Context: an optimization exercise on an open-source flow, tuned for a short achievable clock period and few clock cycles. The choices shown serve that exercise and are no tape-out recipe.
Function was checked by simulation only, so behaviour that the tests miss may differ from the original.
The clock port is modelled as an ideal driver; clocking choices that lean on that would not hold on a real chip.
Power figures rest on the tool's default switching activity, not on a simulated workload.

**config.mk**
```make
export PLATFORM = sky130hd
export DESIGN_NAME = CPU_top
export DESIGN_NICKNAME = CPU_top
export VERILOG_FILES = /design/flow/design.v
export SDC_FILE = /design/flow/constraint.sdc
export NUM_CORES = 4
export LEC_CHECK = 0
export CAP_MARGIN = 20
export CORE_MARGIN = 2
export CORE_UTILIZATION = 40
export SETUP_SLACK_MARGIN = 5.0
export SLEW_MARGIN = 20
```
**design.v**
```verilog
`timescale 1ns / 1ps
module KSAdd16(
	input [15:0] X,
	input [15:0] Y,
	input CI,
	output [15:0] S
    );
	wire [15:0] p = X ^ Y;
	wire [15:0] g0 = {X[15:1] & Y[15:1], CI ? (X[0] | Y[0]) : (X[0] & Y[0])};
	wire [15:0] p0 = {p[15:1], 1'b0};
	wire [15:0] g1 = g0 | (p0 & {g0[14:0], 1'b0});
	wire [15:0] p1 = p0 & {p0[14:0], 1'b0};
	wire [15:0] g2 = g1 | (p1 & {g1[13:0], 2'b0});
	wire [15:0] p2 = p1 & {p1[13:0], 2'b0};
	wire [15:0] g3 = g2 | (p2 & {g2[11:0], 4'b0});
	wire [15:0] p3 = p2 & {p2[11:0], 4'b0};
	wire [15:0] g4 = g3 | (p3 & {g3[7:0], 8'b0});
	wire [15:0] c = {g4[14:0], CI};
	assign S = p ^ c;
endmodule
`timescale 1ns / 1ps
module CPU_top(
	input CLK,
	input reset,
	output [7:0] OPT_PC,        
	input [15:0] imem_rdata,    
	output [7:0] dmem_addr,     
	output [15:0] dmem_wdata,   
	output dmem_we,             
	input [15:0] dmem_rdata,    
	output halted
    );
	reg [15:0] r0, r1, r2, r3, r4, r5, r6, r7;
	function [15:0] rsel;
		input [2:0] n;
		input [15:0] x0, x1, x2, x3, x4, x5, x6, x7;
		case (n)
			3'd0: rsel = x0;
			3'd1: rsel = x1;
			3'd2: rsel = x2;
			3'd3: rsel = x3;
			3'd4: rsel = x4;
			3'd5: rsel = x5;
			3'd6: rsel = x6;
			default: rsel = x7;
		endcase
	endfunction
	reg Z;
	reg [7:0] PC;
	wire [15:0] I = imem_rdata;
	wire [3:0] op = I[15:12];
	wire [2:0] rd = I[10:8];
	wire [2:0] rs = I[6:4];
	wire [2:0] rt = I[2:0];
	reg ev;
	reg hs;                     
	reg e_jr;                   
	reg [7:0] e_jt;             
	reg [7:0] RA;               
	reg e_add, e_sub, e_and, e_or, e_xor, e_not, e_sla, e_pass, e_lw, e_sw;
	reg e_wr, e_wz;             
	reg [2:0] erd;
	reg [3:0] eimm4;
	reg [15:0] A, B, D, K;      
	reg e_dfwd;                 
	reg e_kz;                   
	reg w_en;
	reg [2:0] w_rd;
	reg [15:0] R;
	reg m_lw, m_sw;
	reg [2:0] m_rd;
	reg [7:0] maddr;
	reg [15:0] mwdata;
	reg halted_r;
	wire [15:0] a = A;
	wire [15:0] b = B;
	wire [15:0] sum, dif;
	KSAdd16 add_u(.X(a), .Y(b), .CI(1'b0), .S(sum));
	KSAdd16 sub_u(.X(a), .Y(~b), .CI(1'b1), .S(dif));
	wire [15:0] rest =
		({16{e_and}}  & (a & b)) |
		({16{e_or}}   & (a | b)) |
		({16{e_xor}}  & (a ^ b)) |
		({16{e_not}}  & (~a)) |
		({16{e_sla}}  & (a << eimm4)) |
		({16{e_pass}} & K);
	wire [15:0] e_res = ({16{e_add}} & sum) | ({16{e_sub}} & dif) | rest;
	wire z_add = ~|((a ^ b) ^ {a[14:0] | b[14:0], 1'b0});
	wire z_eq  = (a == b);
	wire z_and = ~|(a & b);
	wire z_or  = ~|(a | b);
	wire z_not = &a;
	wire z_sla = ~|(a & (16'hFFFF >> eimm4));
	wire e_z = (e_add & z_add) | ((e_sub | e_xor) & z_eq) | (e_and & z_and) |
	           (e_or & z_or) | (e_not & z_not) | (e_sla & z_sla) | (e_pass & e_kz);
	wire e_wr_v = ev & e_wr;
	wire e_wz_v = ev & e_wz;
	wire f_halt = (op == 4'b1111) && (I[11:8] == 4'b1111);
	wire jr = (op == 4'b1111) && !f_halt;
	wire uses_rs = (op <= 4'd6) || (op == 4'b1001) || (op == 4'b1010) || jr;
	wire uses_rt = (op <= 4'd4);
	wire eA = e_wr_v && erd == rs;
	wire eB = e_wr_v && erd == rt;
	wire eD = e_wr_v && erd == rd;
	wire [7:0] msel = m_lw ? (8'd1 << m_rd) : 8'd0;
	wire [7:0] wsel = w_en ? (8'd1 << w_rd) : 8'd0;
	wire [15:0] n0 = msel[0] ? dmem_rdata : wsel[0] ? R : r0;
	wire [15:0] n1 = msel[1] ? dmem_rdata : wsel[1] ? R : r1;
	wire [15:0] n2 = msel[2] ? dmem_rdata : wsel[2] ? R : r2;
	wire [15:0] n3 = msel[3] ? dmem_rdata : wsel[3] ? R : r3;
	wire [15:0] n4 = msel[4] ? dmem_rdata : wsel[4] ? R : r4;
	wire [15:0] n5 = msel[5] ? dmem_rdata : wsel[5] ? R : r5;
	wire [15:0] n6 = msel[6] ? dmem_rdata : wsel[6] ? R : r6;
	wire [15:0] n7 = msel[7] ? dmem_rdata : wsel[7] ? R : r7;
	wire [15:0] va = eA ? e_res : rsel(rs, n0, n1, n2, n3, n4, n5, n6, n7);
	wire [15:0] vb = eB ? e_res : rsel(rt, n0, n1, n2, n3, n4, n5, n6, n7);
	wire [15:0] vd = eD ? e_res : rsel(rd, n0, n1, n2, n3, n4, n5, n6, n7);
	wire [7:0] lsel = (ev && e_lw) ? (8'd1 << erd) : 8'd0;
	wire ld_stall = (uses_rs && lsel[rs]) || (uses_rt && lsel[rt]);
	wire e_jr_v = ev && e_jr && (A[7:0] != e_jt);
	wire stall = ld_stall;
	wire Znew = e_wz_v ? e_z : Z;
	wire taken = (op == 4'b1110) || (op == 4'b1101) || (op == 4'b1011 && Znew) || (op == 4'b1100 && !Znew);
	wire [7:0] PC1 = PC + 8'd1;
	wire [7:0] npc = jr ? RA : taken ? I[7:0] : PC1;
	assign OPT_PC = PC;
	assign dmem_addr = maddr;
	assign dmem_wdata = mwdata;
	assign dmem_we = m_sw;
	assign halted = halted_r;
	always @(posedge CLK) begin
		r0 <= n0;
		r1 <= n1;
		r2 <= n2;
		r3 <= n3;
		r4 <= n4;
		r5 <= n5;
		r6 <= n6;
		r7 <= n7;
		if (e_wz_v)
			Z <= e_z;
	end
	always @(posedge CLK) begin
		if (reset) begin
			PC <= 8'd0;
			RA <= 8'd0;
			ev <= 1'b0;
			hs <= 1'b0;
			m_lw <= 1'b0;
			m_sw <= 1'b0;
			w_en <= 1'b0;
			halted_r <= 1'b0;
		end else begin
			m_lw <= ev && e_lw;
			m_sw <= ev && e_sw;
			w_en <= e_wr_v;
			if (op == 4'b1101)
				RA <= PC1;
			hs <= hs || (f_halt && !e_jr_v);
			halted_r <= (hs || (f_halt && !e_jr_v)) && !(ev && e_sw);
			ev <= !stall && !f_halt && !hs && !e_jr_v;
			if (e_jr_v)
				PC <= A[7:0];
			else if (!stall)
				PC <= npc;
		end
	end
	always @(posedge CLK) begin
		R      <= e_res;
		w_rd   <= erd;
		m_rd   <= erd;
		maddr  <= a[7:0] + {4'b0, eimm4};
		mwdata <= e_dfwd ? dmem_rdata : D;
		e_add  <= (op == 4'b0000);
		e_sub  <= (op == 4'b0001);
		e_and  <= (op == 4'b0010);
		e_or   <= (op == 4'b0011);
		e_xor  <= (op == 4'b0100);
		e_not  <= (op == 4'b0101);
		e_sla  <= (op == 4'b0110);
		e_pass <= (op == 4'b1000) || (op == 4'b1101);
		e_lw   <= (op == 4'b1001);
		e_sw   <= (op == 4'b1010);
		e_jr   <= jr;
		e_jt   <= RA;
		e_wr   <= (op <= 4'd6) || (op == 4'b1000) || (op == 4'b1101);
		e_wz   <= (op <= 4'd6) || (op == 4'b1000);
		e_kz   <= (I[7:0] == 8'd0);
		erd    <= rd;
		eimm4  <= I[3:0];
		A      <= va;
		B      <= vb;
		D      <= vd;
		K      <= (op == 4'b1000) ? {8'b0, I[7:0]} : {8'b0, PC1};
		e_dfwd <= ev && e_lw && (erd == rd);
	end
endmodule
```
**run.sh**
```bash
#!/bin/bash
# synth_recipe.tcl (not shown) runs the flow's synth.tcl, then flattens the netlist and writes it again
# the make line also repeats each setting of config.mk as NAME=value (left out here)
make -C /OpenROAD-flow-scripts/flow DESIGN_CONFIG=/design/flow/config.mk WORK_HOME=/design/flow/orfs CLKGATE_MAP_FILE= SYNTH_SCRIPT=/design/flow/synth_recipe.tcl finish
```
**constraint.sdc**
```tcl
create_clock -name core_clock -period 8.0 [get_ports {CLK}]
set_input_delay 1.6000 -clock core_clock [delete_from_list [all_inputs] [get_ports {CLK}]]
set_output_delay 1.6000 -clock core_clock [all_outputs]
set_load 0.01 [all_outputs]
```
==> reports/qor.yml, run 1 <==
outcome:
  status: "timing/DRC/antenna clean"
floorplan:
  pin_count: 68
  num_rows: 76
  die-area_sq_um: 45700
  core_area_sq_um: 43300
  die_h_um: 214
  initial_core_util: 0.406
  floorplan.die.width_um: 214
clocking:
  tritoncts_clock_tree: "done"
  worst_skew_pair.late_latency_ns: 0.54
  post_cts_hold_buffer_count: 0
  clock_sinks: 280
  cts.htree.levels: 2
  cts-buffers-inserted: 34
  path_clk_slew_ns: 0.06
  cts_root_buffer: "sky130_fd_sc_hd__clkbuf_16"
  clk_path_buf_depth: 3
final_layout:
  layout.cells.non_filler: 2694
  area_growth_pct: 21.6
  final_area_sq_um: 21400
  drive_above_1_share: 0.213
  final_nets: 2173
synthesis:
  synth_top_area_share: 0.319
  synth_enable_flop_cells: 0
  postSynthRegisterBits: 280
  synthesized_cell_area_sq_um: 17600
  synthesis.area_per_instance_sq_um: 8.59
  netlist-cell-type-count: 94
  syn-num-nets: 2138
  asyncSetResetFlopFracSynth: 0
  synth_largest_area_cell: "sky130_fd_sc_hd__dfxtp_1"
  ys.flop_type: "sky130_fd_sc_hd__dfxtp_1"
  ys.warnings.count: 1
  syn-instance-count: 2048
  synth-seq-area-share: 0.319
  netlist_top_cells_area: "sky130_fd_sc_hd__dfxtp_1 32%, sky130_fd_sc_hd__mux2i_1 12%, sky130_fd_sc_hd__a21oi_1 4.4%"
global_route:
  via_count_of_the_first_global_routing_pass: 15772
  grt_first_pass_wirelength_mm: 102
  top_usage_layer: "met2"
  global_route.usage.met3: 0.0596
  grt_antenna_before_repair: 4
  maximum_number_of_pins_on_one_net_before_global_route_repair: 47
  grt_overflow_total: 0
  groute.layer.met1.usage: 0.397
  groute.usage.overall: 0.296
  gr-usage-met2: 0.454
pwr:
  ir_drop_uv: 115
  power.leakage_nw: 8.71
  power.density_cell_area_nw_per_um2: 298
  power_total_mw: 6.38
critical_path:
  crit_fanout: 15
  timing_worst_setup_path_type: "in -> reg"
  critPathLaunchType: "input port"
  worstPathRequired_ns: 8.35
  cp-end-kind: "flip-flop"
  cp.arrival_ns: 3.33
detailed_routing:
  drt.antenna.violating_nets: 0
  via_count: 16765
  detail_route.drc_violations: 0
  avgRoutedWirePerCell_um: 25.7
  detail_route.first_pass.iterations: 6
  post_drt_via_cell_ratio: 6.22
  routed_wirelength_mm: 69.3
  drt_iter0_markers: 1878
sta:
  final.setup.worst_slack_ns: 5.02
  final_max_slew_viol_count: 0
  finalSetupViolations: 0
  worst_slew_pin_slew_ns: 0.968
  period_minus_slack_ns: 2.98
  timing.final.hold_violations: 0
  setup-tns-final_ns: 0
  unrepaired_setup_endpoints_after_global_routing: "yes"
  max_clock_freq_ghz: 0.335
  finClkSkew_ns: 0.0213
  timing.max_slew.rel_slack: 0.351
  final.period_utilization: 0.373
placed_design:
  preCtsSetupSlack_ns: 3.59
  routabilityCongestion: 1.00
  post-place-cells: 2549
  hpwl_dp_mm: 44.8
  placement.io_buffers: 67
  postPlaceCellArea_sq_um: 18500
flow_run:
  drv.max_cap_violation_count: 0
worst_hold_path:
  min-delay-path-class: "reg -> reg"
routing by layer:
layer / share of wire / up-vias
met2: 0.44 / 988
met3: 0.094 / 234
met1: 0.42 / 8023
met5: 0.00019 / -
met4: 0.054 / 2
li1: - / 7518
flip-flops by register name (all words and copies together), names as in the netlist, 4 cells and up:
name,flops
A,16
B,16
D,16
K,8
PC,8
R,16
RA,8
e_jt,8
eimm4,4
maddr,8
mwdata,16
r0,16
r1,16
r2,16
r3,16
r4,16
r5,16
r6,16
r7,16
final timing paths:
check	startpoint	end	slack, ns	cells after the start
max reg2reg	A[13]$_DFF_P_	PC[2]$_SDFFE_PP0P_	5.04	10
max	imem_rdata[4]	A[1]$_DFF_P_	5.02	6
min	RA[3]$_SDFFE_PP0P_	e_jt[3]$_DFF_P_	0.36	0
min reg2reg	RA[3]$_SDFFE_PP0P_	e_jt[3]$_DFF_P_	0.36	0
synth_stat cells (7+ instances only):
library cell / n
sky130_fd_sc_hd__nand2b_1: 20
sky130_fd_sc_hd__a221oi_1: 11
sky130_fd_sc_hd__buf_2: 35
sky130_fd_sc_hd__a21oi_1: 156
sky130_fd_sc_hd__nand4_1: 15
sky130_fd_sc_hd__o21ai_0: 89
sky130_fd_sc_hd__o211ai_1: 19
sky130_fd_sc_hd__a22oi_1: 43
sky130_fd_sc_hd__mux4_2: 20
sky130_fd_sc_hd__nor4_1: 11
sky130_fd_sc_hd__and3_1: 9
sky130_fd_sc_hd__a211oi_1: 23
sky130_fd_sc_hd__xor2_1: 21
sky130_fd_sc_hd__a222oi_1: 8
sky130_fd_sc_hd__clkbuf_1: 121
sky130_fd_sc_hd__mux2i_1: 210
sky130_fd_sc_hd__o21ai_1: 63
sky130_fd_sc_hd__nor2_1: 172
sky130_fd_sc_hd__mux2_2: 65
sky130_fd_sc_hd__buf_1: 14
sky130_fd_sc_hd__a31oi_1: 9
sky130_fd_sc_hd__ha_1: 53
sky130_fd_sc_hd__dfxtp_1: 280
sky130_fd_sc_hd__nor3_1: 26
sky130_fd_sc_hd__o21a_1: 7
sky130_fd_sc_hd__xnor2_1: 38
sky130_fd_sc_hd__o221ai_1: 29
sky130_fd_sc_hd__nand3_1: 24
sky130_fd_sc_hd__nand2_1: 143
sky130_fd_sc_hd__buf_4: 9
sky130_fd_sc_hd__a21o_1: 16
sky130_fd_sc_hd__inv_1: 84
sky130_fd_sc_hd__and2_1: 20
sky130_fd_sc_hd__o32ai_1: 9
sky130_fd_sc_hd__o22ai_1: 21
sky130_fd_sc_hd__nor2b_1: 16
cell usage in the layout, fill, tap and decap left out, drive strengths merged, types with 20 or more instances in the layout:
cell type / netlist / final
nand2: 143 / 143
clkbuf: 123 / 51
and2: 20 / 20
o221ai: 30 / 30
nand3: 24 / 24
nand2b: 20 / 20
nor3: 26 / 26
a21oi: 160 / 160
mux4: 23 / 23
o21ai: 155 / 155
buf: 65 / 119
a22oi: 43 / 43
xor2: 21 / 21
nor2: 172 / 172
xnor2: 38 / 38
dlygate4sd2: 0 / 25
mux2i: 210 / 210
mux2: 66 / 66
inv: 89 / 88
ha: 53 / 53
o22ai: 22 / 22
dfxtp: 280 / 280
a211oi: 24 / 24
logic make-up after synthesis:
family	after synthesis	share of synthesized area
and+or+nand+nor	490	0.131
adders and majority gates	56	0.0411
xor gates and xnor gates	59	0.0294
DFF	280	0.319
AOI/OAI and AO/OA	586	0.221
muxes	299	0.192
buffers and inverters	278	0.0677
power by group:
group / internal (mW) / switching, mW
logic: 1.18 / 1.52
clock network: 0.998 / 0.644
registers: 1.80 / 0.237
through the flow:
stage          hold WS (ns)   util
4_1_cts               0.365  0.469
6_report              0.357  0.494
3_3_place_gp          0.355  0.427
3_5_place_dp          0.356  0.427
5_1_grt               0.367  0.494
2_1_floorplan         0.342      -
worst max-delay path, stage by stage:
cell	delay, ns
sky130_fd_sc_hd__clkdlybuf4s15_2	0.26
sky130_fd_sc_hd__buf_12	0.17
sky130_fd_sc_hd__buf_4	0.13
sky130_fd_sc_hd__nand3_2	0.47
sky130_fd_sc_hd__o22ai_1	0.47
sky130_fd_sc_hd__mux2i_2	0.21
final cells by class:
cell class | count | area, sq um
diodes | 1 | 2.50
clock buffers | 45 | 942
clock inverters | 16 | 235
fillers | 4034 | 21900
inverters | 90 | 360
multi-input cells | 1490 | 11600
flip-flops and latches | 280 | 5680
well taps | 585 | 732
repair buffers | 187 | 1850
timing repair:
item | 4_1_cts | 5_1_grt
pin swaps | 13 | 28
gates cloned | 4 | 3
gates resized for setup | 173 | 109
buffers inserted | 7 | 67
setup endpoints to repair | 92 | 56
Testbench counts, summed over its fixed seeds: cycles 47,070.
==> inputs of run 2 (changes only) <==
--- a/design.v
+++ b/design.v
@@ -55,8 +55,6 @@
 	reg ev;
 	reg hs;                     
 	reg e_jr;                   
-	reg [7:0] e_jt;             
-	reg [7:0] RA;               
 	reg e_add, e_sub, e_and, e_or, e_xor, e_not, e_sla, e_pass, e_lw, e_sw;
 	reg e_wr, e_wz;             
 	reg [2:0] erd;
@@ -117,12 +115,12 @@
 	wire [15:0] vd = eD ? e_res : rsel(rd, n0, n1, n2, n3, n4, n5, n6, n7);
 	wire [7:0] lsel = (ev && e_lw) ? (8'd1 << erd) : 8'd0;
 	wire ld_stall = (uses_rs && lsel[rs]) || (uses_rt && lsel[rt]);
-	wire e_jr_v = ev && e_jr && (A[7:0] != e_jt);
+	wire e_jr_v = ev && e_jr;    
 	wire stall = ld_stall;
 	wire Znew = e_wz_v ? e_z : Z;
 	wire taken = (op == 4'b1110) || (op == 4'b1101) || (op == 4'b1011 && Znew) || (op == 4'b1100 && !Znew);
 	wire [7:0] PC1 = PC + 8'd1;
-	wire [7:0] npc = jr ? RA : taken ? I[7:0] : PC1;
+	wire [7:0] npc = taken ? I[7:0] : PC1;
 	assign OPT_PC = PC;
 	assign dmem_addr = maddr;
 	assign dmem_wdata = mwdata;
@@ -143,7 +141,6 @@
 	always @(posedge CLK) begin
 		if (reset) begin
 			PC <= 8'd0;
-			RA <= 8'd0;
 			ev <= 1'b0;
 			hs <= 1'b0;
 			m_lw <= 1'b0;
@@ -154,8 +151,6 @@
 			m_lw <= ev && e_lw;
 			m_sw <= ev && e_sw;
 			w_en <= e_wr_v;
-			if (op == 4'b1101)
-				RA <= PC1;
 			hs <= hs || (f_halt && !e_jr_v);
 			halted_r <= (hs || (f_halt && !e_jr_v)) && !(ev && e_sw);
 			ev <= !stall && !f_halt && !hs && !e_jr_v;
@@ -182,7 +177,6 @@
 		e_lw   <= (op == 4'b1001);
 		e_sw   <= (op == 4'b1010);
 		e_jr   <= jr;
-		e_jt   <= RA;
 		e_wr   <= (op <= 4'd6) || (op == 4'b1000) || (op == 4'b1101);
 		e_wz   <= (op <= 4'd6) || (op == 4'b1000);
 		e_kz   <= (I[7:0] == 8'd0);
==> flow/run.sh (new file) <==
#!/bin/bash
# Standard layout, with extra setup-repair passes after clock tree synthesis.
# Each tool's output goes to a log file of its own in the work folder.
set -euo pipefail
bash standard.sh cts > standard_cts.log 2>&1
openroad -no_init -exit flow/extra_repair.tcl > extra_repair.log 2>&1
bash standard.sh finish > standard_finish.log 2>&1
test -f out/final.def
==> flow/extra_repair.tcl (new file) <==
# Extra setup repair on the CTS result, in place: the standard flow's
# repair_timing stops early; running it again (same settings: margin and
# footprint matching as ORFS uses on sky130hd) recovers more slack. The cells
# are then legalized the way cts.tcl does.
set P $::env(FLOW_HOME)/platforms/sky130hd
set R orfs/results/sky130hd/CPU_top/base
read_liberty $P/lib/sky130_fd_sc_hd__tt_025C_1v80.lib
read_db $R/4_cts.odb
read_sdc $R/4_cts.sdc
source $P/setRC.tcl
set_dont_use [list sky130_fd_sc_hd__probe_p_8 sky130_fd_sc_hd__probec_p_8 sky130_fd_sc_hd__lpflow_*]
set_propagated_clock [all_clocks]
estimate_parasitics -placement
puts "worst slack before [worst_slack -max]"
for {set i 0} {$i < 3} {incr i} {
  set before [worst_slack -max]
  repair_timing -setup -setup_margin 5.0 -repair_tns 100 -match_cell_footprint -verbose
  set_placement_padding -global -left 0 -right 0
  detailed_placement
  estimate_parasitics -placement
  set after [worst_slack -max]
  puts "pass $i: worst slack $before -> $after"
  if {$after <= $before + 0.005} { break }
}
check_placement -verbose
write_db $R/4_cts.odb
==> standard.sh (new file) <==
#!/bin/bash
# synth_recipe.tcl (not shown) runs the flow's synth.tcl, then flattens the netlist and writes it again
# the make line also repeats each setting of config.mk as NAME=value (left out here)
make -C /OpenROAD-flow-scripts/flow DESIGN_CONFIG=/design/flow/config.mk WORK_HOME=/design/flow/orfs CLKGATE_MAP_FILE= SYNTH_SCRIPT=/design/flow/synth_recipe.tcl "${@:-finish}"
removed: run.sh
==> run 2 against run 1 <==
Synthesized cell count down 3.7%. Global-route usage about the same. Critical path depth is 4 higher. Still clean. Fmax decreased by 2.3%. Final area is 6.5% lower. Critical endpoint is now D[14]$_DFF_P_. Setup slack got worse by 0.069 ns.
==> reports/qor.yml, run 2 <==
outcome:
  status: "timing/DRC/antenna clean"
synthesis:
  synthesized_cell_area_sq_um: 16800
  netlist_top_cells_area: "sky130_fd_sc_hd__dfxtp_1 31%, sky130_fd_sc_hd__mux2i_1 13%, sky130_fd_sc_hd__a21oi_1 4.3%"
  synth_top_area_share: 0.314
  synthesis.area_per_instance_sq_um: 8.54
  synth_enable_flop_cells: 0
  ys.flop_type: "sky130_fd_sc_hd__dfxtp_1"
  yosys-top-cells-count: "264 x sky130_fd_sc_hd__dfxtp_1, 225 x sky130_fd_sc_hd__mux2i_1, 166 x sky130_fd_sc_hd__nor2_1"
  postSynthRegisterBits: 264
  netlist-cell-type-count: 82
  synth_largest_area_cell: "sky130_fd_sc_hd__dfxtp_1"
  syn-num-nets: 2062
  synth-seq-area-share: 0.314
  syn-instance-count: 1972
  asyncSetResetFlopFracSynth: 0
  ys.warnings.count: 1
  synth_most_common_cell: "sky130_fd_sc_hd__dfxtp_1"
detailed_routing:
  drt_iter0_markers: 1700
  detail_route.first_pass.iterations: 6
  detail_route.drc_violations: 0
  via_count: 15981
  avgRoutedWirePerCell_um: 26.1
  routed_wirelength_mm: 66.0
  post_drt_via_cell_ratio: 6.30
  drt.antenna.violating_nets: 0
critical_path:
  r2r_setup_slack_ns: 4.95
  critical_path.reg2reg.startpoint: "A[0]$_DFF_P_"
  reg2reg_to: "D[14]$_DFF_P_"
  critPathLaunchType: "flip-flop"
  cp.arrival_ns: 3.50
  cp-end-kind: "flip-flop"
  timing_worst_setup_path_type: "reg -> reg"
  worstPathRequired_ns: 8.44
  crit_fanout: 4
  timing.reg2reg.worst_path_depth: 10
clocking:
  post_cts_hold_buffer_count: 0
  clock_sinks: 264
  cts-buffers-inserted: 29
  tritoncts_clock_tree: "done"
  cts_root_buffer: "sky130_fd_sc_hd__clkbuf_16"
  cts.htree.levels: 1
  path_clk_slew_ns: 0.07
  worst_skew_pair.late_latency_ns: 0.59
  clk_path_buf_depth: 3
sta:
  period_minus_slack_ns: 3.05
  finClkSkew_ns: 0.0378
  max_clock_freq_ghz: 0.328
  unrepaired_setup_endpoints_after_global_routing: "yes"
  final.setup.worst_slack_ns: 4.95
  timing.hold.ws_ns: 0.429
  timing.final.hold_violations: 0
  setup-tns-final_ns: 0
  final.period_utilization: 0.382
  worst_slew_pin_slew_ns: 1.07
  finalSetupViolations: 0
  final_max_slew_viol_count: 0
  timing.max_slew.rel_slack: 0.279
worst_hold_path:
  min-delay-path-class: "reg -> reg"
  hold_end: "ev$_SDFF_PP0_"
  hold_path_depth: 1
  hold_path_origin: "hs$_SDFF_PP0_"
placed_design:
  preCtsSetupSlack_ns: 3.25
  postPlaceCellArea_sq_um: 17700
  placement.io_buffers: 67
  routabilityCongestion: 0.966
  post-place-cells: 2431
  hpwl_dp_mm: 43.1
floorplan:
  die_h_um: 209
  num_rows: 75
  die-area_sq_um: 43700
  core_area_sq_um: 41800
  initial_core_util: 0.403
  pin_count: 68
  floorplan.die.width_um: 209
final_layout:
  final_core_util: 0.479
  regArea_sq_um: 5360
  drive_above_1_share: 0.181
  layout_commonest_cell: "sky130_fd_sc_hd__dfxtp_1"
  final_area_sq_um: 20000
  multi_input_comb_area_sq_um: 11000
  layout.cells.non_filler: 2535
  diodes: 0
  fill_count: 3937
  area_growth_pct: 18.7
  final_cell_mix: "231 x sky130_fd_sc_hd__dfxtp_1, 223 x sky130_fd_sc_hd__mux2i_1, 157 x sky130_fd_sc_hd__nand2_1, 156 x sky130_fd_sc_hd__nor2_1, 137 x sky130_fd_sc_hd__o21ai_0"
  final_nets: 2065
global_route:
  top_usage_layer: "met2"
  via_count_of_the_first_global_routing_pass: 15434
  groute.layer.met1.usage: 0.394
  grt_first_pass_wirelength_mm: 98.7
  gr-usage-met2: 0.451
  groute.usage.overall: 0.296
  global_route.usage.met3: 0.0591
  maximum_number_of_pins_on_one_net_before_global_route_repair: 57
  grt_antenna_before_repair: 1
  grt_overflow_total: 0
pwr:
  ir_drop_uv: 180
  power.density_cell_area_nw_per_um2: 302
  power.leakage_nw: 8.30
  power_total_mw: 6.03
flow_run:
  drv.max_cap_violation_count: 0
[run 2: changes by cell type after synthesis, sizes merged, moves of 9 or more]
cell and delta:
mux2i +15, nand2 +19, a21oi -14, xor2 -18
dfxtp -16, xnor2 +12, o221ai -13, buf -16
o22ai +13, mux4 +9, and2 -10, mux2 -14
[run 2: cell families after synthesis]
kind of cell,count (synthesis),share of synthesized area
AO/OA/AOI/OAI,546,0.209
XOR/XNOR,53,0.0276
adder cells (fa/ha/maj),56,0.0430
buffers and inverters,278,0.0675
flip-flops,264,0.314
multiplexers,309,0.211
AND/OR/NAND/NOR,466,0.128
[run 2: power by group]
group          switching (mW)  leakage (nW)  internal [mW]
logic                    1.52          5.61           1.13
clock network           0.576         0.476          0.834
registers               0.257          2.22           1.72
total                    2.35          8.30           3.68
[run 2: worst max-delay path: stages (launching register included)]
cell and delay (ns):
sky130_fd_sc_hd__dfxtp_4 0.37, sky130_fd_sc_hd__ha_4 0.17, sky130_fd_sc_hd__fa_2 0.34, sky130_fd_sc_hd__a21o_1 0.19, sky130_fd_sc_hd__a31o_2 0.28, sky130_fd_sc_hd__a311o_1 0.39
sky130_fd_sc_hd__o41ai_4 0.33, sky130_fd_sc_hd__o21ai_2 0.10, sky130_fd_sc_hd__a221o_1 0.36, sky130_fd_sc_hd__a21oi_4 0.25, sky130_fd_sc_hd__mux2i_1 0.14
[run 2: area by class of cell]
class                           count  area share
Tap cell                          539      0.0337
Inverter                          100      0.0217
Sequential cell                   264       0.268
Clock buffer                       38      0.0400
Timing Repair inverter              1    0.000375
Multi-Input combinational cell   1430       0.550
Timing Repair Buffer              149      0.0768
Clock inverter                     14     0.00970
[run 2: worst max path at each step]
stage / to / depth (start not counted) / start / slack [ns]
after CTS: D[14]$_DFF_P_ / 10 / A[0]$_DFF_P_ / 4.91
after detailed placement: A[1]$_DFF_P_ / 7 / imem_rdata[5] / 3.25
after global placement: A[1]$_DFF_P_ / 7 / imem_rdata[5] / 3.35
after global routing: D[14]$_DFF_P_ / 10 / A[0]$_DFF_P_ / 4.85
after floorplan: PC[2]$_SDFFE_PP0P_ / 8 / imem_rdata[13] / 4.93
final: D[14]$_DFF_P_ / 10 / A[0]$_DFF_P_ / 4.95
[run 2: timing repair]
item	4_1_cts	5_1_grt
gates cloned	8	0
endpoints found under the setup margin	101	59
setup buffers	30	12
pin swaps	16	5
resized for setup	212	54
[run 2: metal layers]
layer | share of wire | vias up | wire, um
met3 | 0.089 | 245 | 5850
met1 | 0.42 | 7683 | 27700
met2 | 0.43 | 923 | 28600
met4 | 0.059 | 0 | 3920
met5 | 0 | - | 0
li1 | - | 7130 | -
Testbench counts of run 2, summed over its fixed seeds: cycles 47,270.

what the ideal ports hide:
The flow's constraints put no driver on any port. The routed layouts listed below were extracted and timed again, unchanged, in two steps.
Step 1, drivers: a clkbuf_16 drives CLK and a buf_2 each remaining input, both assumed.
Step 2 adds t to the input delays and takes it off the output delays; t is the mean of the earliest and latest rising clock arrival at the registers after step 1. Input paths then give back, and output paths get back, about the clock's delay inside the block.
a / b / c = ideal / step 1 / step 2; a / b = the first two.
run | t (ns) | setup slack, ns | worst data-port slew with drivers (ns)
run 1 | 0.589 | 5.016 / 4.966 / 4.425 | 0.10
run 2 | 0.627 | 4.947 / 4.947 / 4.418 | 0.08
After both steps every run listed still meets setup and hold. For run 1, which loses most, drivers alone change the setup slack by -0.050 ns; drivers and shift together by -0.591 ns.
